Background: an optimization exercise with open tools, aiming at small area, a short achievable clock period and few clock cycles. Do not read the settings as production practice.
Function was checked by simulation only, so behaviour that the tests miss may differ from the original.
Power is estimated from default activity; no workload was simulated.

<file path="flow/config.mk">
export PLATFORM = sky130hd
export DESIGN_NAME = top_core
export DESIGN_NICKNAME = top_core
export VERILOG_FILES = /design/flow/design.v
export SDC_FILE = /design/flow/constraint.sdc
export NUM_CORES = 4
export LEC_CHECK = 0
export CAP_MARGIN = 20
export CELL_PAD_IN_SITES_DETAIL_PLACEMENT = 1
export CELL_PAD_IN_SITES_GLOBAL_PLACEMENT = 2
export CORE_MARGIN = 2
export CORE_UTILIZATION = 50
export CTS_CLUSTER_DIAMETER = 50
export CTS_CLUSTER_SIZE = 20
export PLACE_DENSITY = 0.7
export SETUP_SLACK_MARGIN = 5
export SLEW_MARGIN = 20
</file>
<file path="flow/run.sh">
#!/bin/bash
# synth_recipe.tcl (not shown) runs the flow's synth.tcl, then flattens the netlist and writes it again
# the make line also repeats each setting of config.mk as NAME=value (left out here)
make -C /OpenROAD-flow-scripts/flow DESIGN_CONFIG=/design/flow/config.mk WORK_HOME=/design/flow/orfs CLKGATE_MAP_FILE= SYNTH_SCRIPT=/design/flow/synth_recipe.tcl finish
</file>
<file path="flow/constraint.sdc">
create_clock -name core_clock -period 10.0 [get_ports {clk}]
set_input_delay 2.0000 -clock core_clock [delete_from_list [all_inputs] [get_ports {clk}]]
set_output_delay 2.0000 -clock core_clock [all_outputs]
set_load 0.01 [all_outputs]
</file>
<file path="flow/design.v">
module fpu(
  input logic [31:0] data_a,
  input logic [31:0] data_b,
  input logic mag_eq,    
  input logic mag_ge,    
  output logic eq,
  output logic lt
  );
  logic a_nan, b_nan, unordered, both_zero, mag_lt;
  assign a_nan = (data_a[30:23] == 8'hff) && (data_a[22:0] != 23'b0);
  assign b_nan = (data_b[30:23] == 8'hff) && (data_b[22:0] != 23'b0);
  assign unordered = a_nan || b_nan;
  assign both_zero = (data_a[30:0] == 31'b0) && (data_b[30:0] == 31'b0);
  assign mag_lt = !mag_ge;
  assign eq = !unordered && (both_zero || (mag_eq && data_a[31] == data_b[31]));
  assign lt = !unordered && !both_zero &&
              ((data_a[31] && !data_b[31]) ||
               (!data_a[31] && !data_b[31] && mag_lt) ||
               (data_a[31] && data_b[31] && !mag_lt && !mag_eq));
endmodule
`timescale 1 ns / 100 ps
module top_core #(
	parameter MEM_WIDTH = 16,
	parameter INST_WIDTH = 16
)(
		input logic clk,
		input logic rst,
	output logic [INST_WIDTH-1:0] imem_addr,
	input logic [31:0] imem_rdata,
	output logic [MEM_WIDTH-1:0] dmem_addr,
	output logic [31:0] dmem_wdata,
	output logic dmem_we,
	input logic [31:0] dmem_rdata,
	input logic in_valid,
	input logic [31:0] in_data,
	output logic in_ready,
	output logic out_valid,
	output logic [31:0] out_data,
	output logic out_byte
);
	localparam OP_SPECIAL = 6'b000000;
	localparam OP_FPU     = 6'b010001;
	localparam OP_ADDI    = 6'b001000;
	localparam OP_ANDI    = 6'b001100;
	localparam OP_ORI     = 6'b001101;
	localparam OP_IN      = 6'b011010;
	localparam OP_OUT     = 6'b011011;
	localparam OP_LUI     = 6'b001111;
	localparam OP_BEQ     = 6'b000100;
	localparam OP_BNE     = 6'b000101;
	localparam OP_BGEZ    = 6'b000001;
	localparam OP_BGTZ    = 6'b000111;
	localparam OP_BLEZ    = 6'b000110;
	localparam OP_J       = 6'b000010;
	localparam OP_JAL     = 6'b000011;
	localparam OP_LW      = 6'b100011;
	localparam OP_SW      = 6'b101011;
	localparam OP_FSW     = 6'b110001;
	localparam OP_FLW     = 6'b111001;
	localparam OP_MTFC    = 6'b010011;
	localparam OP_FBCT    = 6'b010101;
	localparam FUNCT_ADD  = 6'b100000;
	localparam FUNCT_SUB  = 6'b100010;
	localparam FUNCT_AND  = 6'b100100;
	localparam FUNCT_OR   = 6'b100101;
	localparam FUNCT_SLL  = 6'b000000;
	localparam FUNCT_SRL  = 6'b000010;
	localparam FUNCT_JR   = 6'b001000;
	localparam FUNCT_JALR = 6'b001001;
	localparam FPU_FUNCT_MOV  = 6'b000110;
	localparam FPU_FUNCT_NEG  = 6'b000111;
	localparam FPU_FUNCT_ABS  = 6'b000101;
	localparam FPU_FUNCT_C_EQ = 6'b110001;
	localparam FPU_FUNCT_C_LT = 6'b110010;
	localparam FPU_FUNCT_C_LE = 6'b110011;
	localparam FPU_FUNCT_FTOI = 6'b011000;
	logic [63:0][31:0] rf;
	logic flag;
	logic [15:0] pcF, pcF_prev;
	logic vfetch;
	assign imem_addr = pcF;
	logic vD2;
	logic [31:0] ir;
	logic [15:0] pcD2;
	logic [5:0] idA, idB;
	logic useA, useB;
	logic vE;
	logic [31:0] opA, opB;
	logic [15:0] immE, tgtE;
	logic [4:0] shE;
	logic cinE, selSumE, selAndE, selOrE, selBE, selAE, selShlE, selShrE, negE, absE;
	logic brEqE, brNeE, brGeE, brGtE, brLeE, brFcE, jrE, ldE, stE, inE, outE, outByteE;
	logic cmpEqE, cmpLtE, cmpLeE;
	logic wenE;
	logic [5:0] widE;
	logic vM, vW;
	logic [31:0] resM, resW;
	logic wenM, ldM, wenW, ldW;
	logic [5:0] widM, widW;
	logic [31:0] insD1;
	logic [15:0] pcD1;
	logic vD1;
	assign insD1 = imem_rdata;
	assign pcD1 = pcF_prev;
	assign vD1 = vfetch;
	logic [5:0] op1, fn1;
	logic fpA1, fpB1, zB1, useA1, useB1;
	logic [5:0] idA1, idB1;
	always_comb begin
		op1 = insD1[31:26];
		fn1 = insD1[5:0];
		fpA1 = (op1 == OP_FPU) || (op1 == OP_MTFC && insD1[25:21] == 5'd0);
		fpB1 = (op1 == OP_FPU) || (op1 == OP_FSW);
		zB1 = (op1 == OP_BGEZ) || (op1 == OP_BGTZ) || (op1 == OP_BLEZ);
		idA1 = fpA1 ? {1'b1, insD1[15:11]} : {1'b0, insD1[25:21]};
		idB1 = fpB1 ? {1'b1, insD1[20:16]} : (zB1 ? 6'd0 : {1'b0, insD1[20:16]});
		useA1 = 1'b0;
		useB1 = 1'b0;
		case (op1)
			OP_SPECIAL: begin
				useA1 = (fn1 == FUNCT_ADD) || (fn1 == FUNCT_SUB) || (fn1 == FUNCT_AND) ||
				        (fn1 == FUNCT_OR) || (fn1 == FUNCT_JR) || (fn1 == FUNCT_JALR);
				useB1 = (fn1 == FUNCT_ADD) || (fn1 == FUNCT_SUB) || (fn1 == FUNCT_AND) ||
				        (fn1 == FUNCT_OR) || (fn1 == FUNCT_SLL) || (fn1 == FUNCT_SRL);
			end
			OP_ADDI, OP_ANDI, OP_ORI, OP_LW, OP_FLW: useA1 = 1'b1;
			OP_BEQ, OP_BNE, OP_BGEZ, OP_BGTZ, OP_BLEZ, OP_SW, OP_FSW: begin
				useA1 = 1'b1;
				useB1 = 1'b1;
			end
			OP_MTFC: begin
				useA1 = (insD1[25:21] == 5'd0);
				useB1 = (insD1[25:21] != 5'd0);
			end
			OP_FPU: begin
				useA1 = 1'b1;
				useB1 = (fn1 == FPU_FUNCT_C_EQ) || (fn1 == FPU_FUNCT_C_LT) || (fn1 == FPU_FUNCT_C_LE);
			end
			OP_OUT: useB1 = 1'b1;
			default: ;
		endcase
	end
	logic [5:0] op2, fn2;
	logic [15:0] imm2;
	assign op2 = ir[31:26];
	assign fn2 = ir[5:0];
	assign imm2 = ir[15:0];
	logic wen2;
	logic [5:0] wid2;
	logic selSum2, selAnd2, selOr2, selB2, selA2, selShl2, selShr2, neg2, abs2;
	logic bImm2, invB2, rev2;
	logic [31:0] immVal2;
	logic brEq2, brNe2, brGe2, brGt2, brLe2, brFc2, jr2, ld2, st2, in2, out2, jmp2;
	logic cmpEq2, cmpLt2, cmpLe2;
	logic [15:0] pcInc2, pcOff2, tgtD2;
	assign pcInc2 = pcD2 + 16'd1;
	assign pcOff2 = pcD2 + imm2;
	assign tgtD2 = (op2 == OP_J) ? imm2 : pcOff2;
	always_comb begin
		wen2 = 1'b0;
		wid2 = {1'b0, ir[20:16]};
		selSum2 = 1'b0; selAnd2 = 1'b0; selOr2 = 1'b0; selB2 = 1'b0; selA2 = 1'b0;
		selShl2 = 1'b0; selShr2 = 1'b0; neg2 = 1'b0; abs2 = 1'b0;
		bImm2 = 1'b0; invB2 = 1'b0; rev2 = 1'b0; immVal2 = 32'd0;
		brEq2 = 1'b0; brNe2 = 1'b0; brGe2 = 1'b0; brGt2 = 1'b0; brLe2 = 1'b0; brFc2 = 1'b0;
		jr2 = 1'b0; ld2 = 1'b0; st2 = 1'b0; in2 = 1'b0; out2 = 1'b0; jmp2 = 1'b0;
		cmpEq2 = 1'b0; cmpLt2 = 1'b0; cmpLe2 = 1'b0;
		case (op2)
			OP_SPECIAL: begin
				case (fn2)
					FUNCT_ADD: begin wen2 = 1'b1; selSum2 = 1'b1; end
					FUNCT_SUB: begin wen2 = 1'b1; selSum2 = 1'b1; invB2 = 1'b1; end
					FUNCT_AND: begin wen2 = 1'b1; selAnd2 = 1'b1; end
					FUNCT_OR:  begin wen2 = 1'b1; selOr2 = 1'b1; end
					FUNCT_SLL: begin wen2 = 1'b1; selShl2 = 1'b1; end
					FUNCT_SRL: begin wen2 = 1'b1; selShr2 = 1'b1; rev2 = 1'b1; end
					FUNCT_JR:  jr2 = 1'b1;
					FUNCT_JALR: begin
						jr2 = 1'b1; wen2 = 1'b1; selB2 = 1'b1;
						bImm2 = 1'b1; immVal2 = {16'd0, pcInc2};
					end
					default: ;
				endcase
				wid2 = {1'b0, ir[15:11]};
			end
			OP_ADDI: begin wen2 = 1'b1; selSum2 = 1'b1; bImm2 = 1'b1; immVal2 = {{16{imm2[15]}}, imm2}; end
			OP_ANDI: begin wen2 = 1'b1; selAnd2 = 1'b1; bImm2 = 1'b1; immVal2 = {16'd0, imm2}; end
			OP_ORI:  begin wen2 = 1'b1; selOr2 = 1'b1; bImm2 = 1'b1; immVal2 = {16'd0, imm2}; end
			OP_LUI:  begin wen2 = 1'b1; selB2 = 1'b1; bImm2 = 1'b1; immVal2 = {imm2, 16'd0}; end
			OP_IN:   begin wen2 = 1'b1; in2 = 1'b1; end
			OP_OUT:  out2 = 1'b1;
			OP_LW:   begin wen2 = 1'b1; ld2 = 1'b1; end
			OP_FLW:  begin wen2 = 1'b1; ld2 = 1'b1; wid2 = {1'b1, ir[20:16]}; end
			OP_SW, OP_FSW: st2 = 1'b1;
			OP_BEQ:  brEq2 = 1'b1;
			OP_BNE:  brNe2 = 1'b1;
			OP_BGEZ: brGe2 = 1'b1;
			OP_BGTZ: brGt2 = 1'b1;
			OP_BLEZ: brLe2 = 1'b1;
			OP_FBCT: brFc2 = 1'b1;
			OP_J:    jmp2 = 1'b1;
			OP_JAL:  begin
				jmp2 = 1'b1; wen2 = 1'b1; wid2 = {1'b0, 5'd31};
				selB2 = 1'b1; bImm2 = 1'b1; immVal2 = {16'd0, pcInc2};
			end
			OP_MTFC: begin
				wen2 = 1'b1;
				if (ir[25:21] == 5'd0) begin
					selA2 = 1'b1;
				end else begin
					selB2 = 1'b1;
					wid2 = {1'b1, ir[15:11]};
				end
			end
			OP_FPU: begin
				case (fn2)
					FPU_FUNCT_C_EQ: cmpEq2 = 1'b1;
					FPU_FUNCT_C_LT: cmpLt2 = 1'b1;
					FPU_FUNCT_C_LE: cmpLe2 = 1'b1;
					FPU_FUNCT_FTOI: begin wen2 = 1'b1; wid2 = {1'b0, ir[10:6]}; end
					FPU_FUNCT_MOV: begin wen2 = 1'b1; wid2 = {1'b1, ir[10:6]}; selA2 = 1'b1; end
					FPU_FUNCT_NEG: begin wen2 = 1'b1; wid2 = {1'b1, ir[10:6]}; selA2 = 1'b1; neg2 = 1'b1; end
					FPU_FUNCT_ABS: begin wen2 = 1'b1; wid2 = {1'b1, ir[10:6]}; selA2 = 1'b1; abs2 = 1'b1; end
					default: begin wen2 = 1'b1; wid2 = {1'b1, ir[10:6]}; end
				endcase
			end
			default: ;
		endcase
	end
	logic [31:0] rfA, rfB;
	assign rfA = rf[idA];
	assign rfB = rf[idB];
	logic [31:0] resE;
	logic [31:0] wdW;
	assign wdW = ldW ? dmem_rdata : resW;
	logic hEA, hMA, hWA, hEB, hMB, hWB;
	assign hWA = vW & wenW & (widW == idA);
	assign hWB = vW & wenW & (widW == idB);
	assign hEA = vE & wenE & (widE == idA);
	assign hMA = vM & wenM & (widM == idA);
	assign hEB = vE & wenE & (widE == idB);
	assign hMB = vM & wenM & (widM == idB);
	logic [31:0] fwdA, fwdB;
	always_comb begin
		if (hEA) fwdA = resE;
		else if (hMA) fwdA = resM;
		else if (hWA) fwdA = resW;
		else fwdA = rfA;
		if (hEB) fwdB = resE;
		else if (hMB) fwdB = resM;
		else if (hWB) fwdB = resW;
		else fwdB = rfB;
	end
	logic stall;
	assign stall = vD2 & (((ldE | inE) & ((useA & hEA) | (useB & hEB))) |
	                      (ldM & ((useA & ~hEA & hMA) | (useB & ~hEB & hMB))) |
	                      (ldW & ((useA & ~hEA & ~hMA & hWA) | (useB & ~hEB & ~hMB & hWB))));
	logic [32:0] sumE;
	assign sumE = {1'b0, opA} + {1'b0, opB} + {32'd0, cinE};
	logic eq31, ge31, sgnEq, eqvE, geuE, takenE;
	assign eq31 = opA[30:0] == opB[30:0];
	assign ge31 = opA[30:0] >= opB[30:0];
	assign sgnEq = opA[31] == opB[31];
	assign eqvE = eq31 & sgnEq;
	assign geuE = (opA[31] & ~opB[31]) | (sgnEq & ge31);
	logic fcEq, fcLt;
	fpu fpu(.data_a(opA), .data_b(opB), .mag_eq(eq31), .mag_ge(ge31), .eq(fcEq), .lt(fcLt));
	assign takenE = (brEqE & eqvE) | (brNeE & ~eqvE) | (brGeE & geuE) | (brGtE & geuE & ~eqvE) |
	                (brLeE & (~geuE | eqvE)) | (brFcE & flag);
	logic [31:0] shlE, shrE;
	assign shlE = opB << shE;
	always_comb for (int i = 0; i < 32; i++) shrE[i] = shlE[31-i];
	assign resE = ({32{selSumE}} & sumE[31:0]) |
	              ({32{selAndE}} & (opA & opB)) |
	              ({32{selOrE}} & (opA | opB)) |
	              ({32{selBE}} & opB) |
	              ({32{selAE}} & {(opA[31] & ~absE) ^ negE, opA[30:0]}) |
	              ({32{selShlE}} & shlE) |
	              ({32{selShrE}} & shrE);
	logic inFail, jumpE, mD2, mD1, mF, eRedir, eKillD2, eKillD1;
	assign in_ready = vE & inE;
	assign inFail = vE & inE & ~in_valid;
	assign jumpE = vE & (jrE | ((brEqE | brNeE | brGeE | brGtE | brLeE | brFcE) & takenE));
	logic [15:0] tgtSelE;
	assign tgtSelE = jrE ? opA[15:0] : tgtE;
	assign mD2 = vD2 & (pcD2 == tgtSelE);
	assign mD1 = vD1 & (pcD1 == tgtSelE);
	assign mF = (pcF == tgtSelE);
	assign eRedir = inFail | (jumpE & ~mD2 & (stall | (~mD1 & ~mF)));
	assign eKillD2 = jumpE & ~mD2 & ~stall & (mD1 | mF);
	assign eKillD1 = jumpE & ~mD2 & ~stall & ~mD1 & mF;
	logic dJump, dmD1, dmF, dRedir, dKillD1;
	assign dJump = vD2 & jmp2 & ~eKillD2 & ~eRedir;
	assign dmD1 = vD1 & (pcD1 == tgtD2);
	assign dmF = (pcF == tgtD2);
	assign dRedir = dJump & ~dmD1 & ~dmF;
	assign dKillD1 = dJump & ~dmD1 & dmF;
	always_ff @(posedge clk) begin
		if (rst) pcF <= 16'd0;
		else if (eRedir) pcF <= tgtSelE;
		else if (dRedir) pcF <= tgtD2;
		else if (stall) pcF <= pcInc2;
		else pcF <= pcF + 16'd1;
		pcF_prev <= pcF;
		vfetch <= !rst && !eRedir && !dRedir && !stall;
		if (rst || eRedir || dRedir) vD2 <= 1'b0;
		else if (!stall) vD2 <= vD1 & ~eKillD1 & ~dKillD1;
		if (!stall) begin
			ir <= insD1;
			pcD2 <= pcD1;
			idA <= idA1;
			idB <= idB1;
			useA <= useA1;
			useB <= useB1;
		end
		vE <= !rst && !eRedir && !eKillD2 && vD2 && !stall;
		opA <= fwdA;
		if (bImm2) opB <= immVal2;
		else if (rev2) for (int i = 0; i < 32; i++) opB[i] <= fwdB[31-i];
		else opB <= fwdB ^ {32{invB2}};
		immE <= imm2;
		tgtE <= in2 ? pcD2 : pcOff2;
		shE <= ir[10:6];
		cinE <= invB2;
		selSumE <= selSum2; selAndE <= selAnd2; selOrE <= selOr2; selBE <= selB2; selAE <= selA2;
		selShlE <= selShl2; selShrE <= selShr2; negE <= neg2; absE <= abs2;
		brEqE <= brEq2; brNeE <= brNe2; brGeE <= brGe2; brGtE <= brGt2; brLeE <= brLe2; brFcE <= brFc2;
		jrE <= jr2; ldE <= ld2; stE <= st2; inE <= in2; outE <= out2; outByteE <= ir[21];
		cmpEqE <= cmpEq2; cmpLtE <= cmpLt2; cmpLeE <= cmpLe2;
		wenE <= wen2;
		widE <= wid2;
		if (rst) flag <= 1'b0;
		else if (vE & (cmpEqE | cmpLtE | cmpLeE))
			flag <= (cmpEqE & fcEq) | (cmpLtE & fcLt) | (cmpLeE & (fcLt | fcEq));
		dmem_we <= !rst && vE && stE;
		dmem_addr <= opA[15:0] + immE;
		dmem_wdata <= opB;
		out_valid <= !rst && vE && outE;
		out_data <= opB;
		out_byte <= outByteE;
		vM <= !rst && vE && !inFail;
		resM <= inE ? in_data : resE;
		wenM <= wenE; widM <= widE; ldM <= ldE;
		vW <= !rst && vM;
		resW <= resM;
		wenW <= wenM; widW <= widM; ldW <= ldM;
		for (int i = 0; i < 64; i++) begin
			if (rst && i == 0) rf[i] <= 32'd0;
			else if (vW && wenW && widW == 6'(i)) rf[i] <= wdW;
		end
	end
endmodule
</file>
==> impl_metrics.json, run 1 <==
{
  "postSynthNetCount": 7034,
  "drt_drc_violations_left": 0,
  "routabilityCongestion": 0.973,
  "grt_max_degree": 141,
  "setup_violations": 0,
  "synthesis.instances": 6803,
  "detail_route.wirelength_mm": 458,
  "critical_path.slowest_cell": "or4_1",
  "worstSetupPathType": "reg -> reg",
  "drtAntennaViolNets": 0,
  "critPathArrivalTime_ns": 5.79,
  "finalCritPeriodShare_pct": 49.9,
  "clockPowerShare_pct": 42.4,
  "critPathMaxFanout": 14,
  "yosys_warnings": 1,
  "cts_made_buffers": 285,
  "synth-adder-area-share_pct": 1.42,
  "dp.final_hpwl_mm": 268,
  "cts_max_path_buffers": 4,
  "leakagePower_uw": 0.0439,
  "hp-class": "reg -> reg",
  "first_pass_grt_wire_length_mm": 630,
  "dr.first_iter.drc_count": 11089,
  "fmax_ghz": 0.200,
  "postLayoutCoreUtil_pct": 57.3,
  "die_width_microns": 490,
  "grt_total_usage_pct": 37.9,
  "numClockSinks": 2407,
  "worst-endpoint-required_ns": 10.80,
  "overall_overflow_remaining_after_global_route": 0,
  "drv.max_cap_violation_count": 0,
  "most-common-layout-cells": "edfxtp_1 (2078), mux4_2 (1364), dfxtp_1 (318)",
  "synth_simple_gate_area_share_pct": 4.27,
  "synth_edf_count": 2078,
  "finalNetCount": 7232,
  "latest_clock_arrival_within_the_worst_skew_pair_ns": 0.98,
  "worst_ir_drop_vdd_mv": 0.161,
  "timing.final.crit_period_ns": 4.99,
  "final.setup.tns_ns": 0,
  "cell_internal_pwr_uw": 18800,
  "crit_path_cell_trace": "inv_1 > ha_1 > nor4_4 > nand3_1 > or4_1 > mux2_4 > a211oi_2 > nor3b_2 > o211a_1 > o21a_2 > a211oi_1 > a311o_1",
  "main_combinational_cell_family_by_area_after_synthesis": "multiplexers",
  "wl_per_cell_microns": 44.2,
  "synth_area_per_cell_sq_um": 17.4,
  "clkSlewWorstSetupHoldPaths_ns": 0.07,
  "top_level_ports": 199,
  "yosys.cell_types.count": 102,
  "cts_tree": "done",
  "layout-drive-gt1-share_pct": 31.7,
  "floorplan.initialDensity_pct": 50.3,
  "synth-seq-area-share_pct": 58.4,
  "mostFrequentLayoutCell": "edfxtp_1",
  "detailedRoute.firstPassIterationCount": 6,
  "via_count_of_the_first_global_routing_pass": 75642,
  "route.detailed.vias_per_inst": 7.29,
  "die_extent_in_y_microns": 490,
  "synth-xor-area-share_pct": 1.39,
  "status": "timing/DRC/antenna clean",
  "port_buffers": 198,
  "core_region_sq_um": 235000,
  "combPwrFrac_pct": 13.4,
  "critical_path_end_type": "register",
  "synth_compound_area_share_pct": 4.46,
  "slew_viol_final": 0,
  "post_synth_mux_area_share_pct": 27.7,
  "grt_antenna_before_repair": 34,
  "cts_htree_levels": 5,
  "total_switching_power_uw": 6800,
  "final_cell_count_no_fill": 10372,
  "ys_dominant_reg_cell": "edfxtp_1",
  "flop_pwr_share_pct": 44.2,
  "row_count": 178,
  "cts.hold.buffers_added": 0,
  "dieArea_sq_um": 240000,
  "via_count": 75602,
  "ys_async_sr_fraction_pct": 0,
  "postSynthRegisterBits": 2407,
  "powerDensity_nw_per_um2": 190,
  "critical_path.max_stage_delay_ns": 0.78,
  "clk_root_buffer_cell": "clkbuf_16",
  "switching_share_pct": 26.6,
  "max_slew.worst_pin.slew_ns": 1.34,
  "synth.cell_area_sq_um": 118000,
  "rsz0062_at_grt": "yes",
  "timing.clock.skew_ns": 0.0588,
  "timing.slew.headroom_pct": 9.96,
  "numPlacedInstances": 9847,
  "flow.area_growth_from_synthesis_pct": 13.9,
  "final_hold_violations": 0,
  "start_kind": "register",
  "power.total_uw": 25600
}
==> cell usage after synthesis (all sizes together), types with 52 or more instances <==
cell	instances	area [sq um]
nand2	310	1160
o211ai	52	390
buf	226	1130
a21oi	163	820
mux2	67	758
mux2i	126	1260
xnor2	109	955
edfxtp	2078	62400
nor3	114	576
dfxtp	329	6590
nor2	294	1120
clkbuf	315	1180
mux4	1364	30700
ha	128	1600
inv	137	514
xor2	74	648
nand3	79	395
o21ai	192	965
==> routing by layer <==
metal  part of all wire, %  GRT usage [%]  vias to the layer above
li1                      -              -                    28810
met1                    37           51.2                    40586
met2                    46           58.6                     5133
met3                    11           9.07                     1053
met4                   5.6           17.8                       20
met5                 0.025              0                        -
==> worst max-delay path: cells and delay by family, from the launching register on <==
kind | cells | cell delay [ns]
AO/OA/AOI/OAI | 5 | 1.40
adder cells (fa/ha/maj) | 1 | 0.41
buffers and inverters | 1 | 0.17
flip-flops | 1 | 0.57
multiplexers | 1 | 0.39
AND/OR/NAND/NOR | 4 | 1.87
==> stage by stage <==
step	setup WS (ns)	hold WS (ns)	cell area (sq um)
final	5.01	0.336	135000
after global routing	4.95	0.351	135000
after CTS	4.94	0.343	134000
after detailed placement	4.30	0.327	124000
after global placement	4.28	0.315	124000
after floorplan	5.98	0.310	118000
==> state kept, by name, summed over array words and instances, names as in the netlist, 12 cells and up <==
signal      cells
immE           12
ir             32
dmem_addr      16
resM           32
opB            32
rf           2048
tgtE           16
pcD2           16
pcF_prev       16
opA            32
dmem_wdata     32
pcF            16
resW           32
==> kinds of logic after synthesis <==
group,count (synthesis)
multiplexers,1557
AND/OR/NAND/NOR,1063
flip-flops,2407
XOR/XNOR,185
buffers and inverters,681
AO/OA/AOI/OAI,778
adder cells (fa/ha/maj),132
==> power by group through the flow <==
stage	Combinational [uW]	Sequential (uW)	Clock (uW)
floorplan	2060	11400	0
global placement	3290	11500	0
detailed placement	3320	11500	0
CTS	3360	11300	10900
global route	3590	11300	11300
finish	3420	11300	10800
==> path summary, 6_finish.rpt <==
path,slack [ns],startpoint,to,cells past startpoint
max reg2reg,5.01,opB[3]$_DFF_P_,pcF[15]$_SDFF_PP0_,12
min,0.34,outByteE$_DFF_P_,out_byte$_DFF_P_,0
min reg2reg,0.34,outByteE$_DFF_P_,out_byte$_DFF_P_,0
max,5.01,opB[3]$_DFF_P_,pcF[15]$_SDFF_PP0_,12
==> layout make-up <==
| cell class | instances | area [sq um] |
|---|---|---|
| Clock buffer | 324 | 7510 |
| Fill cell | 20640 | 100000 |
| Multi-Input combinational cell | 3715 | 47100 |
| Antenna cell | 9 | 22.5 |
| Inverter | 140 | 526 |
| Tap cell | 3150 | 3940 |
| Clock inverter | 175 | 2170 |
| Timing Repair Buffer | 452 | 4410 |
| Sequential cell | 2407 | 69000 |
==> what timing repair did <==
item / 4_1_cts / 5_1_grt
setup buffers: 4 / 5
cloned: 5 / 3
resized for setup: 35 / 31
setup endpoints to repair: 118 / 33
hold endpoints to repair: 0 / 0
pin swaps: 1 / 1
Testbench counts, summed over its fixed seeds: cycles 38,788.
==> inputs of run 2 (changes only) <==
--- a/flow/design.v
+++ b/flow/design.v
@@ -84,4 +84,6 @@
 	logic [15:0] pcD2;
 	logic [5:0] idA, idB;
+	logic [7:0] loA, loB;    
+	logic [7:0] hiA, hiB;    
 	logic useA, useB;
 	logic vE;
@@ -89,4 +91,5 @@
 	logic [15:0] immE, tgtE;
 	logic [4:0] shE;
+	logic bImmE, immSxE, immHiE, revE;
 	logic cinE, selSumE, selAndE, selOrE, selBE, selAE, selShlE, selShrE, negE, absE;
 	logic brEqE, brNeE, brGeE, brGtE, brLeE, brFcE, jrE, ldE, stE, inE, outE, outByteE;
@@ -149,6 +152,5 @@
 	logic [5:0] wid2;
 	logic selSum2, selAnd2, selOr2, selB2, selA2, selShl2, selShr2, neg2, abs2;
-	logic bImm2, invB2, rev2;
-	logic [31:0] immVal2;
+	logic bImm2, invB2, rev2, immSx2, immHi2, link2;
 	logic brEq2, brNe2, brGe2, brGt2, brLe2, brFc2, jr2, ld2, st2, in2, out2, jmp2;
 	logic cmpEq2, cmpLt2, cmpLe2;
@@ -162,5 +164,5 @@
 		selSum2 = 1'b0; selAnd2 = 1'b0; selOr2 = 1'b0; selB2 = 1'b0; selA2 = 1'b0;
 		selShl2 = 1'b0; selShr2 = 1'b0; neg2 = 1'b0; abs2 = 1'b0;
-		bImm2 = 1'b0; invB2 = 1'b0; rev2 = 1'b0; immVal2 = 32'd0;
+		bImm2 = 1'b0; invB2 = 1'b0; rev2 = 1'b0; immSx2 = 1'b0; immHi2 = 1'b0; link2 = 1'b0;
 		brEq2 = 1'b0; brNe2 = 1'b0; brGe2 = 1'b0; brGt2 = 1'b0; brLe2 = 1'b0; brFc2 = 1'b0;
 		jr2 = 1'b0; ld2 = 1'b0; st2 = 1'b0; in2 = 1'b0; out2 = 1'b0; jmp2 = 1'b0;
@@ -178,5 +180,5 @@
 					FUNCT_JALR: begin
 						jr2 = 1'b1; wen2 = 1'b1; selB2 = 1'b1;
-						bImm2 = 1'b1; immVal2 = {16'd0, pcInc2};
+						bImm2 = 1'b1; link2 = 1'b1;
 					end
 					default: ;
@@ -184,8 +186,8 @@
 				wid2 = {1'b0, ir[15:11]};
 			end
-			OP_ADDI: begin wen2 = 1'b1; selSum2 = 1'b1; bImm2 = 1'b1; immVal2 = {{16{imm2[15]}}, imm2}; end
-			OP_ANDI: begin wen2 = 1'b1; selAnd2 = 1'b1; bImm2 = 1'b1; immVal2 = {16'd0, imm2}; end
-			OP_ORI:  begin wen2 = 1'b1; selOr2 = 1'b1; bImm2 = 1'b1; immVal2 = {16'd0, imm2}; end
-			OP_LUI:  begin wen2 = 1'b1; selB2 = 1'b1; bImm2 = 1'b1; immVal2 = {imm2, 16'd0}; end
+			OP_ADDI: begin wen2 = 1'b1; selSum2 = 1'b1; bImm2 = 1'b1; immSx2 = 1'b1; end
+			OP_ANDI: begin wen2 = 1'b1; selAnd2 = 1'b1; bImm2 = 1'b1; end
+			OP_ORI:  begin wen2 = 1'b1; selOr2 = 1'b1; bImm2 = 1'b1; end
+			OP_LUI:  begin wen2 = 1'b1; selB2 = 1'b1; bImm2 = 1'b1; immHi2 = 1'b1; end
 			OP_IN:   begin wen2 = 1'b1; in2 = 1'b1; end
 			OP_OUT:  out2 = 1'b1;
@@ -202,5 +204,5 @@
 			OP_JAL:  begin
 				jmp2 = 1'b1; wen2 = 1'b1; wid2 = {1'b0, 5'd31};
-				selB2 = 1'b1; bImm2 = 1'b1; immVal2 = {16'd0, pcInc2};
+				selB2 = 1'b1; bImm2 = 1'b1; link2 = 1'b1;
 			end
 			OP_MTFC: begin
@@ -229,6 +231,23 @@
 	end
 	logic [31:0] rfA, rfB;
-	assign rfA = rf[idA];
-	assign rfB = rf[idB];
+	logic [7:0][31:0] grpA, grpB;
+	always_comb begin
+		for (int k = 0; k < 8; k++) begin
+			grpA[k] = 32'd0;
+			grpB[k] = 32'd0;
+			for (int j = 0; j < 8; j++) begin
+				grpA[k] = grpA[k] | (rf[8*k+j] & {32{loA[j]}});
+				grpB[k] = grpB[k] | (rf[8*k+j] & {32{loB[j]}});
+			end
+		end
+	end
+	always_comb begin
+		rfA = 32'd0;
+		rfB = 32'd0;
+		for (int k = 0; k < 8; k++) begin
+			rfA = rfA | (grpA[k] & {32{hiA[k]}});
+			rfB = rfB | (grpB[k] & {32{hiB[k]}});
+		end
+	end
 	logic [31:0] resE;
 	logic [31:0] wdW;
@@ -256,6 +275,9 @@
 	                      (ldM & ((useA & ~hEA & hMA) | (useB & ~hEB & hMB))) |
 	                      (ldW & ((useA & ~hEA & ~hMA & hWA) | (useB & ~hEB & ~hMB & hWB))));
+	logic [31:0] bE, bAddE;
+	assign bE = bImmE ? (immHiE ? {immE, 16'd0} : {{16{immSxE & immE[15]}}, immE}) : opB;
+	assign bAddE = bE ^ {32{cinE}};
 	logic [32:0] sumE;
-	assign sumE = {1'b0, opA} + {1'b0, opB} + {32'd0, cinE};
+	assign sumE = {1'b0, opA} + {1'b0, bAddE} + {32'd0, cinE};
 	logic eq31, ge31, sgnEq, eqvE, geuE, takenE;
 	assign eq31 = opA[30:0] == opB[30:0];
@@ -268,11 +290,12 @@
 	assign takenE = (brEqE & eqvE) | (brNeE & ~eqvE) | (brGeE & geuE) | (brGtE & geuE & ~eqvE) |
 	                (brLeE & (~geuE | eqvE)) | (brFcE & flag);
-	logic [31:0] shlE, shrE;
-	assign shlE = opB << shE;
+	logic [31:0] shlE, shrE, shInE;
+	always_comb for (int i = 0; i < 32; i++) shInE[i] = revE ? opB[31-i] : opB[i];
+	assign shlE = shInE << shE;
 	always_comb for (int i = 0; i < 32; i++) shrE[i] = shlE[31-i];
 	assign resE = ({32{selSumE}} & sumE[31:0]) |
-	              ({32{selAndE}} & (opA & opB)) |
-	              ({32{selOrE}} & (opA | opB)) |
-	              ({32{selBE}} & opB) |
+	              ({32{selAndE}} & (opA & bE)) |
+	              ({32{selOrE}} & (opA | bE)) |
+	              ({32{selBE}} & bE) |
 	              ({32{selAE}} & {(opA[31] & ~absE) ^ negE, opA[30:0]}) |
 	              ({32{selShlE}} & shlE) |
@@ -292,6 +315,11 @@
 	logic dJump, dmD1, dmF, dRedir, dKillD1;
 	assign dJump = vD2 & jmp2 & ~eKillD2 & ~eRedir;
-	assign dmD1 = vD1 & (pcD1 == tgtD2);
-	assign dmF = (pcF == tgtD2);
+	logic [15:0] pcInc2b;
+	logic tgt1, tgt2;
+	assign pcInc2b = pcD2 + 16'd2;
+	assign tgt1 = (op2 == OP_J) ? (imm2 == pcInc2) : (imm2 == 16'd1);
+	assign tgt2 = (op2 == OP_J) ? (imm2 == pcInc2b) : (imm2 == 16'd2);
+	assign dmD1 = vD1 & (pcD1 == pcInc2) & tgt1;
+	assign dmF = (pcF == pcInc2b) & tgt2;
 	assign dRedir = dJump & ~dmD1 & ~dmF;
 	assign dKillD1 = dJump & ~dmD1 & dmF;
@@ -311,4 +339,10 @@
 			idA <= idA1;
 			idB <= idB1;
+			for (int j = 0; j < 8; j++) begin
+				loA[j] <= idA1[2:0] == 3'(j);
+				loB[j] <= idB1[2:0] == 3'(j);
+				hiA[j] <= idA1[5:3] == 3'(j);
+				hiB[j] <= idB1[5:3] == 3'(j);
+			end
 			useA <= useA1;
 			useB <= useB1;
@@ -316,8 +350,7 @@
 		vE <= !rst && !eRedir && !eKillD2 && vD2 && !stall;
 		opA <= fwdA;
-		if (bImm2) opB <= immVal2;
-		else if (rev2) for (int i = 0; i < 32; i++) opB[i] <= fwdB[31-i];
-		else opB <= fwdB ^ {32{invB2}};
-		immE <= imm2;
+		opB <= fwdB;
+		immE <= link2 ? pcInc2 : imm2;
+		bImmE <= bImm2; immSxE <= immSx2; immHiE <= immHi2; revE <= rev2;
 		tgtE <= in2 ? pcD2 : pcOff2;
 		shE <= ir[10:6];
==> flow/flow/run.sh (new file) <==
#!/bin/bash
export SETUP_SLACK_MARGIN=6.5
bash standard.sh > standard.log 2>&1
status=$?
exit $status
==> flow/standard.sh (new file) <==
#!/bin/bash
# synth_recipe.tcl (not shown) runs the flow's synth.tcl, then flattens the netlist and writes it again
# the make line also repeats each setting of config.mk as NAME=value (left out here)
make -C /OpenROAD-flow-scripts/flow DESIGN_CONFIG=/design/flow/config.mk WORK_HOME=/design/flow/orfs CLKGATE_MAP_FILE= SYNTH_SCRIPT=/design/flow/synth_recipe.tcl "${@:-finish}"
--- a/flow/config.mk
+++ b/flow/config.mk
@@ -11,7 +11,6 @@
 export CORE_MARGIN = 2
 export CORE_UTILIZATION = 50
-export CTS_CLUSTER_DIAMETER = 50
-export CTS_CLUSTER_SIZE = 20
+export CTS_CLUSTER_DIAMETER = 80
+export CTS_CLUSTER_SIZE = 25
 export PLACE_DENSITY = 0.7
-export SETUP_SLACK_MARGIN = 5
 export SLEW_MARGIN = 20
removed: flow/run.sh
==> impl_metrics.json, run 2 <==
{
  "final.setup.tns_ns": 0,
  "cts_htree_levels": 4,
  "most-common-layout-cells": "edfxtp_1 (2110), a22oi_1 (2065), nand4_1 (569)",
  "timing.clock.skew_ns": 0.0440,
  "first_pass_grt_wire_length_mm": 727,
  "via_count": 93021,
  "grt_antenna_before_repair": 49,
  "final_hold_violations": 0,
  "latest_clock_arrival_within_the_worst_skew_pair_ns": 0.88,
  "finalCritPeriodShare_pct": 38.6,
  "postSynthNetCount": 8734,
  "largest_register": "rf",
  "dpl_cell_area_sq_um": 116000,
  "cts_max_path_buffers": 3,
  "setup_violations": 0,
  "drt_drc_violations_left": 0,
  "critPathArrivalTime_ns": 4.62,
  "synth_edf_count": 2110,
  "worst-endpoint-required_ns": 10.76,
  "mostFrequentLayoutCell": "edfxtp_1",
  "yosys.cell_types.count": 80,
  "yosys_warnings": 1,
  "powerDensity_nw_per_um2": 169,
  "hp-class": "reg -> reg",
  "dieArea_sq_um": 224000,
  "critPathMaxFanout": 84,
  "dr.first_iter.drc_count": 17290,
  "die_extent_in_y_microns": 473,
  "top_level_ports": 199,
  "drtAntennaViolNets": 0,
  "floorplan.initialDensity_pct": 50.3,
  "detailedRoute.firstPassIterationCount": 8,
  "worst_ir_drop_vdd_mv": 0.182,
  "synth_commonest_cells": "edfxtp_1 (2110), a22oi_1 (2079), nand4_1 (569), clkbuf_1 (566), nor2_1 (361)",
  "fillers": 20929,
  "route.detailed.vias_per_inst": 8.00,
  "fmax_ghz": 0.259,
  "ys_dominant_reg_cell": "edfxtp_1",
  "cts.hold.buffers_added": 0,
  "postLayoutCoreUtil_pct": 57.0,
  "synth_top_cells_by_area": "edfxtp_1 (57%), a22oi_1 (14%), dfxtp_1 (6.1%)",
  "start_kind": "register",
  "postSynthRegisterBits": 2447,
  "ys_async_sr_fraction_pct": 0,
  "max_ffs_per_register": 2048,
  "dp.final_hpwl_mm": 312,
  "numClockSinks": 2447,
  "rrSetupSlack_ns": 6.14,
  "grt_total_usage_pct": 46.4,
  "die_width_microns": 473,
  "synth_area_per_cell_sq_um": 12.9,
  "design_area_sq_um": 125000,
  "critical_path_end_type": "register",
  "synth_area_leader_cell": "edfxtp_1",
  "clk_root_buffer_cell": "clkbuf_16",
  "yosys.cell_count.top_type": "edfxtp_1",
  "cts_tree": "done",
  "core_region_sq_um": 219000,
  "grt_max_degree": 111,
  "via_count_of_the_first_global_routing_pass": 89220,
  "status": "timing/DRC/antenna clean",
  "overall_overflow_remaining_after_global_route": 0,
  "clkSlewWorstSetupHoldPaths_ns": 0.10,
  "timing.final.crit_period_ns": 3.86,
  "worstSetupPathType": "reg -> reg",
  "max_slew.worst_pin.slew_ns": 1.30,
  "wl_per_cell_microns": 46.7,
  "power.total_uw": 21100,
  "drv.max_cap_violation_count": 0,
  "synthesis.instances": 8535,
  "flow.area_growth_from_synthesis_pct": 13.3,
  "yosys.area.top_type_share_pct": 57.5,
  "slew_viol_final": 0,
  "finalNetCount": 8815,
  "synth.cell_area_sq_um": 110000,
  "port_buffers": 198,
  "timing.slew.headroom_pct": 12.8,
  "routabilityCongestion": 0.989,
  "rsz0062_at_grt": "yes",
  "cts_made_buffers": 138,
  "detail_route.wirelength_mm": 542,
  "leakagePower_uw": 0.0398,
  "layout-drive-gt1-share_pct": 13.8,
  "synth-seq-area-share_pct": 63.6,
  "row_count": 172
}
-- run 2: power by group --
group	switching, uW	internal (uW)
Combinational	2020	1030
Clock	3680	2960
Sequential	204	11200
Total	5910	15200
-- run 2: worst paths after layout --
| check | startpoint | to | cells after the start |
|---|---|---|---|
| max | loB[2]$_DFFE_PN_ | opB[27]$_DFF_P_ | 11 |
| min | outByteE$_DFF_P_ | out_byte$_DFF_P_ | 0 |
| max reg2reg | loB[2]$_DFFE_PN_ | opB[27]$_DFF_P_ | 11 |
| min reg2reg | outByteE$_DFF_P_ | out_byte$_DFF_P_ | 0 |
-- run 2: cell families (layout without fill, tap and decap cells) --
| logic type | count (synthesis) | count (layout) | share of synthesized area, % |
|---|---|---|---|
| multiplexers | 201 | 201 | 2.27 |
| adder cells (fa/ha/maj) | 100 | 100 | 1.16 |
| other | 0 | 29 | 0 |
| buffers and inverters | 858 | 1048 | 3.07 |
| XOR/XNOR | 224 | 224 | 1.82 |
| AND/OR/NAND/NOR | 1624 | 1625 | 7.68 |
| AO/OA/AOI/OAI | 3081 | 3081 | 20.4 |
| flip-flops | 2447 | 2447 | 63.6 |
-- run 2: repair_timing --
item	CTS	global route
cloned	11	9
endpoints found under the setup margin	423	219
buffers inserted	128	55
pin swaps	123	81
resized for setup	501	207
-- run 2: critical path, stage by stage (launching register included) --
cell and delay (ns):
edfxtp_1 0.38, buf_4 0.28, buf_12 0.26, buf_6 0.41, a22oi_1 0.24, nand4_1 0.20, a22o_1 0.29, a221oi_1 0.34
nand3_1 0.61, o21ai_0 0.26, o211ai_1 0.11, o21a_1 0.13
-- run 2: stage by stage --
stage	setup slack, ns	hold WS (ns)	instances
2_1_floorplan	6.22	0.310	8535
3_3_place_gp	4.48	0.314	11138
3_5_place_dp	4.53	0.318	11143
4_1_cts	6.23	0.341	11532
5_1_grt	6.01	0.352	11603
6_report	6.14	0.340	11626
-- run 2: per-layer routing --
layer,GRT usage (%),wire length [microns],vias up
met1,57.9,184000,46665
met2,68.9,235000,8836
met5,0.498,447,-
li1,-,-,35247
met4,31.4,44500,44
met3,15.0,78400,2229
-- run 2: final cells by class --
class	instances	area, sq um	share of cell area, %
Multi-Input combinational cell	5231	39100	31.3
Sequential cell	2447	70300	56.3
Inverter	129	514	0.412
Antenna cell	29	72.6	0.0581
Clock buffer	193	3840	3.07
Clock inverter	57	726	0.581
Tap cell	2871	3590	2.88
Timing Repair Buffer	668	6790	5.44
Timing Repair inverter	1	16.3	0.0130
Testbench counts of run 2, summed over its fixed seeds: cycles 38,788.
==> inputs of run 3 (changes only) <==
==> flow/run.sh (new file) <==
#!/bin/bash
# synth_recipe.tcl (not shown) runs the flow's synth.tcl, then flattens the netlist and writes it again
# the make line also repeats each setting of config.mk as NAME=value (left out here)
make -C /OpenROAD-flow-scripts/flow DESIGN_CONFIG=/design/flow/config.mk WORK_HOME=/design/flow/orfs CLKGATE_MAP_FILE= SYNTH_SCRIPT=/design/flow/synth_recipe.tcl finish
--- a/flow/config.mk
+++ b/flow/config.mk
@@ -14,3 +14,4 @@
 export CTS_CLUSTER_SIZE = 25
 export PLACE_DENSITY = 0.7
+export SETUP_SLACK_MARGIN = 5
 export SLEW_MARGIN = 20
removed: flow/flow/run.sh
removed: flow/standard.sh
==> impl_metrics.json, run 3 <==
{
  "rsz0062_at_grt": "no",
  "synth_area_leader_cell": "edfxtp_1",
  "core_region_sq_um": 219000,
  "max_ffs_per_register": 2048,
  "via_count_of_the_first_global_routing_pass": 88943,
  "top_level_ports": 199,
  "postLayoutCoreUtil_pct": 55.0,
  "postSynthNetCount": 8734,
  "grt_antenna_before_repair": 54,
  "dieArea_sq_um": 224000,
  "synth_edf_count": 2110,
  "start_kind": "register",
  "rr_worst_depth": 13,
  "synthesis.instances": 8535,
  "yosys.cell_types.count": 80,
  "hp-class": "reg -> reg",
  "grt_total_usage_pct": 45.2,
  "layout-drive-gt1-share_pct": 7.96,
  "postCtsSetupRepairBufs": 0,
  "ys_dominant_reg_cell": "edfxtp_1",
  "worstSetupPathType": "reg -> reg",
  "drv.max_cap_violation_count": 0,
  "critical_path_end_type": "register",
  "detail_route.wirelength_mm": 521,
  "flow.area_growth_from_synthesis_pct": 9.39,
  "timing.final.crit_period_ns": 4.76,
  "leakagePower_uw": 0.0377,
  "count_of_cells_resized_by_post_cts_repair": 4,
  "worst-endpoint-required_ns": 10.68,
  "finalCritPeriodShare_pct": 47.6,
  "cts_tree": "done",
  "via_count": 90929,
  "overall_overflow_remaining_after_global_route": 0,
  "final.setup.tns_ns": 0,
  "slew_viol_final": 0,
  "synth_commonest_cells": "edfxtp_1 (2110), a22oi_1 (2079), nand4_1 (569), clkbuf_1 (566), nor2_1 (361)",
  "ys_async_sr_fraction_pct": 0,
  "route.detailed.vias_per_inst": 7.98,
  "clk_root_buffer_cell": "clkbuf_16",
  "cts.hold.buffers_added": 0,
  "rrSetupSlack_ns": 5.24,
  "die_width_microns": 473,
  "fmax_ghz": 0.210,
  "finalNetCount": 8603,
  "synth.cell_area_sq_um": 110000,
  "postSynthRegisterBits": 2447,
  "max_slew.worst_pin.slew_ns": 1.30,
  "die_extent_in_y_microns": 473,
  "yosys.area.top_type_share_pct": 57.5,
  "cts_made_buffers": 136,
  "synth_top_cells_by_area": "edfxtp_1 (57%), a22oi_1 (14%), dfxtp_1 (6.1%)",
  "worst_ir_drop_vdd_mv": 0.210,
  "cts_max_path_buffers": 3,
  "port_buffers": 198,
  "synth_area_per_cell_sq_um": 12.9,
  "power.total_uw": 20600,
  "row_count": 172,
  "dr.first_iter.drc_count": 16928,
  "most-common-layout-cells": "edfxtp_1 (2110), a22oi_1 (2079), nand4_1 (569)",
  "routabilityCongestion": 0.988,
  "powerDensity_nw_per_um2": 171,
  "mostFrequentLayoutCell": "edfxtp_1",
  "synth-seq-area-share_pct": 63.6,
  "timing.clock.skew_ns": 0.0675,
  "critPathArrivalTime_ns": 5.45,
  "drtAntennaViolNets": 0,
  "largest_register": "rf",
  "yosys_warnings": 1,
  "grt_max_degree": 100,
  "clkSlewWorstSetupHoldPaths_ns": 0.10,
  "numPlacedInstances": 11133,
  "yosys.cell_count.top_type": "edfxtp_1",
  "dp.final_hpwl_mm": 307,
  "timing.slew.headroom_pct": 13.1,
  "hold_path_depth": 0,
  "critPathMaxFanout": 10,
  "drt_drc_violations_left": 0,
  "final_cell_count_no_fill": 11401,
  "wl_per_cell_microns": 45.7,
  "status": "timing/DRC/antenna clean",
  "floorplan.initialDensity_pct": 50.3,
  "first_pass_grt_wire_length_mm": 709,
  "latest_clock_arrival_within_the_worst_skew_pair_ns": 0.89,
  "numClockSinks": 2447,
  "setup_violations": 0,
  "detailedRoute.firstPassIterationCount": 9,
  "fillers": 21244,
  "cts_htree_levels": 4,
  "final_hold_violations": 0
}
run 3: cell counts after synthesis:
No cell type changed its count.
run 3: cell type report:
| type | instances | area (sq um) | area share, % |
|---|---|---|---|
| sequential | 2447 | 70100 | 58.2 |
| clock inverter | 62 | 776 | 0.644 |
| multi-input combinational | 5230 | 37400 | 31.0 |
| timing repair buffer | 460 | 4400 | 3.65 |
| antenna | 28 | 70.1 | 0.0581 |
| inverter | 129 | 487 | 0.404 |
| clock buffer | 174 | 3730 | 3.10 |
| tap | 2871 | 3590 | 2.98 |
run 3: logic make-up (layout without fill, tap and decap cells):
kind of cell | count (synthesis) | count (layout) | share of synthesized area, %
AO/OA/AOI/OAI | 3081 | 3081 | 20.4
XOR/XNOR | 224 | 224 | 1.82
adder cells (fa/ha/maj) | 100 | 100 | 1.16
buffers and inverters | 858 | 825 | 3.07
flip-flops | 2447 | 2447 | 63.6
multiplexers | 201 | 201 | 2.27
other | 0 | 28 | 0
AND/OR/NAND/NOR | 1624 | 1624 | 7.68
run 3: final timing paths:
| path | start | endpoint |
|---|---|---|
| setup / recovery | opB[27]$_DFF_P_ | pcF[15]$_SDFF_PP0_ |
| hold reg to reg | outByteE$_DFF_P_ | out_byte$_DFF_P_ |
| setup reg to reg | opB[27]$_DFF_P_ | pcF[15]$_SDFF_PP0_ |
| hold / removal | outByteE$_DFF_P_ | out_byte$_DFF_P_ |
run 3: critical path: stages (launching register included):
cell      delay (ns)
dfxtp_1         0.73
inv_1           0.13
ha_1            0.35
nand3_1         0.11
nor3_1          0.43
nand4_1         0.38
or2_2           0.43
mux2i_1         0.13
a311oi_1        0.27
a41oi_1         0.36
a211oi_4        0.69
buf_8           0.25
mux2i_1         0.22
o22ai_1         0.10
run 3: layer usage:
layer  GRT usage [%]  share of wire (%)  up-vias
met5           0.108              0.061        -
met4            27.3                7.1       42
met3            14.6                 14     1963
met2            66.8                 43     8112
met1            57.9                 36    46031
li1                -                  -    34781
run 3: power breakdown:
part,switching (uW),internal (uW),leakage (uW)
Combinational,1770,892,0.0132
Clock,3630,2900,0.00218
Sequential,249,11200,0.0223
run 3: through the flow:
step | worst slack (ns) | hold slack, ns | cell area, sq um
6_report | 5.24 | 0.358 | 121000
5_1_grt | 5.02 | 0.367 | 120000
3_5_place_dp | 4.26 | 0.334 | 116000
3_3_place_gp | 4.22 | 0.313 | 116000
4_1_cts | 5.12 | 0.354 | 120000
2_1_floorplan | 5.36 | 0.310 | 110000
==> inputs of run 4 (changes only) <==
==> flow/flow/run.sh (new file) <==
#!/bin/bash
export SETUP_SLACK_MARGIN=6.8
bash standard.sh > standard.log 2>&1
status=$?
exit $status
==> flow/standard.sh (new file) <==
#!/bin/bash
# synth_recipe.tcl (not shown) runs the flow's synth.tcl, then flattens the netlist and writes it again
# the make line also repeats each setting of config.mk as NAME=value (left out here)
make -C /OpenROAD-flow-scripts/flow DESIGN_CONFIG=/design/flow/config.mk WORK_HOME=/design/flow/orfs CLKGATE_MAP_FILE= SYNTH_SCRIPT=/design/flow/synth_recipe.tcl "${@:-finish}"
--- a/flow/config.mk
+++ b/flow/config.mk
@@ -14,4 +14,3 @@
 export CTS_CLUSTER_SIZE = 25
 export PLACE_DENSITY = 0.7
-export SETUP_SLACK_MARGIN = 5
 export SLEW_MARGIN = 20
removed: flow/run.sh
==> impl_metrics.json, run 4 <==
{
  "status": "timing/DRC/antenna clean",
  "die_extent_in_y_microns": 473,
  "drv.max_cap_violation_count": 0,
  "row_count": 172,
  "clockPowerShare_pct": 31.7,
  "cts_tree": "done",
  "total_switching_power_uw": 5890,
  "final.setup.tns_ns": 0,
  "route.detailed.vias_per_inst": 8.03,
  "core_region_sq_um": 219000,
  "synth_edf_count": 2110,
  "rsz0062_at_grt": "yes",
  "critPathMaxFanout": 33,
  "yosys.cell_count.top_type": "edfxtp_1",
  "critical_path.max_stage_delay_ns": 0.61,
  "clkSlewWorstSetupHoldPaths_ns": 0.09,
  "dieArea_sq_um": 224000,
  "synth_top_cells_by_area": "edfxtp_1 (57%), a22oi_1 (14%), dfxtp_1 (6.1%)",
  "final_hold_violations": 0,
  "synth_area_leader_cell": "edfxtp_1",
  "mostFrequentLayoutCell": "edfxtp_1",
  "critical_path.slowest_cell": "nand3_1",
  "timing.slew.headroom_pct": 13.5,
  "synthesis.instances": 8535,
  "critical_path_end_type": "register",
  "detailedRoute.firstPassIterationCount": 6,
  "drt_drc_violations_left": 0,
  "slew_viol_final": 0,
  "detail_route.wirelength_mm": 551,
  "cts_htree_levels": 4,
  "main_combinational_cell_family_by_area_after_synthesis": "compound AO/OA/AOI/OAI gates",
  "numClockSinks": 2447,
  "dp.final_hpwl_mm": 312,
  "grt_max_degree": 104,
  "timing.clock.skew_ns": 0.0893,
  "synth-adder-area-share_pct": 1.16,
  "ys_dominant_reg_cell": "edfxtp_1",
  "cts_made_buffers": 139,
  "synth-xor-area-share_pct": 1.82,
  "hp-class": "reg -> reg",
  "layout-drive-gt1-share_pct": 16.3,
  "latest_clock_arrival_within_the_worst_skew_pair_ns": 0.90,
  "routabilityCongestion": 0.985,
  "worstSetupPathType": "reg -> reg",
  "critPathMostFrequentCell": "buf_4",
  "powerDensity_nw_per_um2": 168,
  "finalNetCount": 8856,
  "leakagePower_uw": 0.0403,
  "final_cell_count_no_fill": 11656,
  "postSynthRegisterBits": 2447,
  "switching_share_pct": 27.8,
  "overall_overflow_remaining_after_global_route": 0,
  "yosys_warnings": 1,
  "crit_path_cell_trace": "buf_4 > buf_4 > buf_4 > a22oi_1 > nand4_1 > a22o_1 > a221oi_1 > nand3_1 > o21ai_0 > nor2_1 > a211oi_1 > a21oi_2",
  "synth_compound_area_share_pct": 20.4,
  "numPlacedInstances": 11127,
  "via_count": 93564,
  "finalCritPeriodShare_pct": 39.0,
  "ys_async_sr_fraction_pct": 0,
  "cts_max_path_buffers": 3,
  "dr.first_iter.drc_count": 17817,
  "first_pass_grt_wire_length_mm": 733,
  "synth.cell_area_sq_um": 110000,
  "setup_violations": 0,
  "die_width_microns": 473,
  "register_area_sq_um": 70300,
  "synth_commonest_cells": "edfxtp_1 (2110), a22oi_1 (2079), nand4_1 (569), clkbuf_1 (566), nor2_1 (361)",
  "port_buffers": 198,
  "postLayoutCoreUtil_pct": 57.5,
  "floorplan.initialDensity_pct": 50.3,
  "wl_per_cell_microns": 47.3,
  "fmax_ghz": 0.257,
  "synth_simple_gate_area_share_pct": 7.68,
  "yosys.area.top_type_share_pct": 57.5,
  "via_count_of_the_first_global_routing_pass": 90728,
  "synth-seq-area-share_pct": 63.6,
  "grt_antenna_before_repair": 43,
  "multiInputGateArea_sq_um": 39300,
  "post_synth_mux_area_share_pct": 2.27,
  "timing.final.crit_period_ns": 3.90,
  "synth_area_per_cell_sq_um": 12.9,
  "fillers": 20927,
  "combPwrFrac_pct": 14.5,
  "cell_internal_pwr_uw": 15300,
  "power.total_uw": 21200,
  "drtAntennaViolNets": 0,
  "grt_total_usage_pct": 46.9,
  "max_slew.worst_pin.slew_ns": 1.30,
  "top_level_ports": 199,
  "yosys.cell_types.count": 80,
  "start_kind": "register",
  "flow.area_growth_from_synthesis_pct": 14.4,
  "critPathArrivalTime_ns": 4.61,
  "most-common-layout-cells": "edfxtp_1 (2110), a22oi_1 (2064), nand4_1 (569)",
  "postSynthNetCount": 8734,
  "max_ffs_per_register": 2048,
  "largest_register": "rf",
  "worst-endpoint-required_ns": 10.72,
  "worst_ir_drop_vdd_mv": 0.224,
  "clk_root_buffer_cell": "clkbuf_16",
  "flop_pwr_share_pct": 53.8
}
run 4: through the flow:
step	hold slack (ns)	area [sq um]	setup slack (ns)
5_1_grt	0.345	126000	6.01
3_5_place_dp	0.326	116000	4.98
2_1_floorplan	0.310	111000	6.22
3_3_place_gp	0.315	116000	4.99
6_report	0.340	126000	6.10
4_1_cts	0.339	124000	6.24
run 4: final cells by class:
type                       count  area share, %
antenna                       20         0.0397
clock buffer                 185           3.08
clock inverter                64          0.640
inverter                     129          0.397
multi-input combinational   5233           31.2
sequential                  2447           55.8
tap                         2871           2.85
timing repair buffer         706           6.05
timing repair inverter         1         0.0129
run 4: critical path, delay by kind of cell (launching register included):
kind / cells / cell delay, ns
DFF: 1 / 0.38
buffers and inverters: 3 / 0.90
AOI/OAI and AO/OA: 6 / 1.49
and+or+nand+nor: 3 / 0.87
run 4: power groups by stage:
stage | clock network (uW) | registers [uW] | logic [uW]
2_1_floorplan | 0 | 11500 | 1470
3_3_place_gp | 0 | 11600 | 2540
3_5_place_dp | 0 | 11600 | 2560
4_1_cts | 6690 | 11400 | 2760
6_report | 6720 | 11400 | 3080
5_1_grt | 7010 | 11400 | 3150
run 4: logic make-up after synthesis:
kind of cell | after synthesis
simple gates | 1624
mux | 201
compound gates | 3081
buf+inv | 858
fa+ha+maj | 100
flops | 2447
xor+xnor | 224
run 4: final timing paths:
check | startpoint | endpoint | slack, ns | cells past startpoint
worst max-delay path | loB[5]$_DFFE_PN_ | opB[29]$_DFF_P_ | 6.10 | 12
worst min-delay path | outByteE$_DFF_P_ | out_byte$_DFF_P_ | 0.34 | 0
worst max register to register | loB[5]$_DFFE_PN_ | opB[29]$_DFF_P_ | 6.10 | 12
worst min register to register | outByteE$_DFF_P_ | out_byte$_DFF_P_ | 0.34 | 0
run 4: timing repair:
item,in CTS,in global routing
setup endpoints to repair,1151,592
pin swaps,112,120
hold buffers,0,0
buffers inserted,166,59
gates cloned,17,18
resized for setup,882,278
run 4: routing by layer:
metal / routed length, microns / vias up / GRT usage, %
met1: 188000 / 47094 / 58.4
met2: 235000 / 8792 / 69.1
met5: 325 / - / 0.151
met3: 82000 / 2325 / 15.9
met4: 45600 / 48 / 31.9
li1: - / 35305 / -
==> inputs of run 5 (changes only) <==
==> flow/flow/run.sh (replaced) <==
#!/bin/bash
export SETUP_SLACK_MARGIN=6.5
bash standard.sh > standard.log 2>&1
status=$?
exit $status
--- a/flow/config.mk
+++ b/flow/config.mk
@@ -10,7 +10,7 @@
 export CELL_PAD_IN_SITES_GLOBAL_PLACEMENT = 2
 export CORE_MARGIN = 2
-export CORE_UTILIZATION = 50
+export CORE_UTILIZATION = 58
 export CTS_CLUSTER_DIAMETER = 80
 export CTS_CLUSTER_SIZE = 25
-export PLACE_DENSITY = 0.7
+export PLACE_DENSITY = 0.78
 export SLEW_MARGIN = 20
==> impl_metrics.json, run 5 <==
{
  "dieArea_sq_um": 193000,
  "cts_made_buffers": 136,
  "detailedRoute.firstPassIterationCount": 10,
  "most-common-layout-cells": "edfxtp_1 (2110), a22oi_1 (2064), nand4_1 (569)",
  "timing.critical_path.depth": 12,
  "timing.slew.headroom_pct": 6.77,
  "synthesis.instances": 8535,
  "yosys.cell_count.top_type": "edfxtp_1",
  "rrSetupSlack_ns": 6.03,
  "grt_total_usage_pct": 54.0,
  "top_level_ports": 199,
  "fmax_ghz": 0.252,
  "grt_antenna_before_repair": 44,
  "timing.clock.skew_ns": 0.0730,
  "rr_worst_depth": 12,
  "hold-worst-slack_ns": 0.316,
  "route.detailed.vias_per_inst": 8.68,
  "hold_path_depth": 0,
  "min-delay-start": "resM[27]$_DFF_P_",
  "core_region_sq_um": 188000,
  "synth_edf_count": 2110,
  "powerDensity_nw_per_um2": 169,
  "die_extent_in_y_microns": 440,
  "start_kind": "register",
  "fillers": 17449,
  "synth_area_per_cell_sq_um": 12.9,
  "critical_path.max_stage_delay_ns": 0.47,
  "status": "timing/DRC/antenna clean",
  "first_pass_grt_wire_length_mm": 730,
  "ys_async_sr_fraction_pct": 0,
  "clkSlewWorstSetupHoldPaths_ns": 0.10,
  "grt_max_degree": 114,
  "floorplan.initialDensity_pct": 58.6,
  "finalNetCount": 8762,
  "cts_htree_levels": 4,
  "dp.final_hpwl_mm": 306,
  "critical_path.slowest_cell": "buf_16",
  "mostFrequentLayoutCell": "edfxtp_1",
  "path_delay_family": "compound AO/OA/AOI/OAI gates",
  "max_slew.worst_pin.slew_ns": 1.40,
  "yosys.cell_types.count": 80,
  "overall_overflow_remaining_after_global_route": 0,
  "via_count_of_the_first_global_routing_pass": 94627,
  "flow.area_growth_from_synthesis_pct": 11.9,
  "numClockSinks": 2447,
  "latest_clock_arrival_within_the_worst_skew_pair_ns": 0.89,
  "worst-endpoint-required_ns": 10.70,
  "port_buffers": 198,
  "drt_drc_violations_left": 0,
  "setup_violations": 0,
  "worstSetupStartpoint": "loB[2]$_DFFE_PN_",
  "leakagePower_uw": 0.0393,
  "layout-drive-gt1-share_pct": 12.9,
  "r2r_start": "loB[2]$_DFFE_PN_",
  "synth_area_leader_cell": "edfxtp_1",
  "dr.first_iter.drc_count": 22110,
  "cp.buffers_inverters": 3,
  "drtAntennaViolNets": 0,
  "dpl_worst_slack_ns": 4.76,
  "wl_per_cell_microns": 48.5,
  "via_count": 97130,
  "max_ffs_per_register": 2048,
  "final.setup.tns_ns": 0,
  "ff_to_ff_end": "opB[22]$_DFF_P_",
  "final_hold_violations": 0,
  "postSynthRegisterBits": 2447,
  "ys_dominant_reg_cell": "edfxtp_1",
  "postSynthNetCount": 8734,
  "row_count": 159,
  "routabilityCongestion": 1.01,
  "cts_max_path_buffers": 3,
  "critPathMaxFanout": 117,
  "critPathArrivalTime_ns": 4.67,
  "synth.cell_area_sq_um": 110000,
  "worstSetupPathType": "reg -> reg",
  "critical_path_end_type": "register",
  "yosys_warnings": 1,
  "yosys.area.top_type_share_pct": 57.5,
  "largest_register": "rf",
  "worst_ir_drop_vdd_mv": 0.213,
  "timing.final.crit_period_ns": 3.97,
  "hp-class": "reg -> reg",
  "synth_top_cells_by_area": "edfxtp_1 (57%), a22oi_1 (14%), dfxtp_1 (6.1%)",
  "clk_root_buffer_cell": "clkbuf_16",
  "slew_viol_final": 0,
  "synth-seq-area-share_pct": 63.6,
  "final_cell_count_no_fill": 11196,
  "synth_commonest_cells": "edfxtp_1 (2110), a22oi_1 (2079), nand4_1 (569), clkbuf_1 (566), nor2_1 (361)",
  "crit_path_cell_trace": "buf_12 > buf_16 > buf_4 > a22oi_1 > nand4_1 > a22o_1 > a221oi_1 > nand3_4 > o21ai_0 > nor2_1 > a211oi_2 > a21oi_1",
  "cts_tree": "done",
  "drv.max_cap_violation_count": 0,
  "layout_setup_ws_ns": 6.03,
  "finalCritPeriodShare_pct": 39.7,
  "rsz0062_at_grt": "yes",
  "detail_route.wirelength_mm": 543,
  "numPlacedInstances": 10752,
  "crit_path_end": "opB[22]$_DFF_P_",
  "die_width_microns": 440
}
run 5: cell types whose count changed in the layout (fill, tap and decap cells not counted), sizes merged, moves of 3 or more:
cell / change
clkbuf: +3
clkinv: -6
clkdlybuf4s15: +44
inv: -11
dlymetal6s2s: -7
buf: -176
dlygate4sd2: +53
diode: +18
clkdlybuf4s50: +9
bufbuf: -6
run 5: final cells by class:
type                    count  area, sq um  area share [%]
diodes                     38         95.1          0.0771
clock buffers             193         3830            3.10
clock inverters            45          567           0.459
inverters                 129          514           0.417
multi-input cells        5230        38800            31.5
flip-flops and latches   2447        70200            56.9
well taps                2495         3120            2.53
repair buffers            618         6140            4.98
repair inverters            1         16.3          0.0132
run 5: how the worst min path moves through the flow:
| stage | end | slack (ns) |
|---|---|---|
| after floorplan | out_byte$_DFF_P_ | 0.31 |
| final | resW[27]$_DFF_P_ | 0.32 |
| after detailed placement | out_byte$_DFF_P_ | 0.32 |
| after global placement | out_byte$_DFF_P_ | 0.31 |
| after CTS | resW[27]$_DFF_P_ | 0.34 |
| after global routing | resW[27]$_DFF_P_ | 0.35 |
run 5: what timing repair did:
| action | 4_1_cts | 5_1_grt |
|---|---|---|
| setup endpoints to repair | 321 | 224 |
| hold buffers | 0 | 0 |
| setup buffers | 116 | 32 |
| gates cloned | 7 | 8 |
| gates resized for setup | 486 | 195 |
| pin swaps | 72 | 59 |
run 5: layer usage:
layer | global-route usage, % | up-vias | part of all wire, %
li1 | - | 35134 | -
met5 | 0.298 | - | 0.16
met3 | 24.7 | 3831 | 18
met4 | 45.7 | 44 | 11
met2 | 76.8 | 11647 | 41
met1 | 61.9 | 46474 | 30
run 5: logic make-up after synthesis:
group           synth area share [%]
mux                             2.27
simple gates                    7.68
fa+ha+maj                       1.16
xor+xnor                        1.82
flops                           63.6
compound gates                  20.4
buf+inv                         3.07
run 5: through the flow:
step | area, sq um | utilization [%] | total power [uW]
CTS | 122000 | 64.7 | 20400
finish | 123000 | 65.5 | 20800
detailed placement | 115000 | 61.2 | 14200
global placement | 115000 | 61.1 | 14100
floorplan | 110000 | - | 13000
global route | 123000 | 65.5 | 21100
run 5: report_power, final:
group | internal (uW) | switching [uW]
sequential | 11200 | 216
clock | 2930 | 3550
combinational | 982 | 1970
total | 15100 | 5740

afterwards: timing with drivers on the ports:
No port has a modelled driver above. Below, the same layouts with a new extraction and two added sets of constraints. Step 1 assumes that a clkbuf_16 drives the clock port and a buf_2 every other input. Step 2 moves the port delays by t, midway between the first and last clock arrival at a register: inputs arrive t later, outputs are due t later. That takes back most of the time a late clock gives input paths. Slacks: no drivers / after step 1 / after step 2; pairs: no drivers / after step 1.
| run | shift t [ns] | setup WS [ns] | worst hold slack (ns) |
|---|---|---|---|
| run 1 | 1.046 | 5.010 / 5.010 / 5.010 | 0.336 / 0.336 / 0.336 |
| run 2 | 0.970 | 6.144 / 6.144 / 5.768 | 0.340 / 0.340 / 0.340 |
| run 3 | 0.965 | 5.237 / 5.237 / 4.980 | 0.358 / 0.358 / 0.358 |
| run 4 | 0.957 | 6.103 / 6.103 / 5.913 | 0.340 / 0.340 / 0.340 |
| run 5 | 0.958 | 6.031 / 6.031 / 5.655 | 0.316 / 0.316 / 0.316 |
After both steps setup and hold are still met in every run listed.
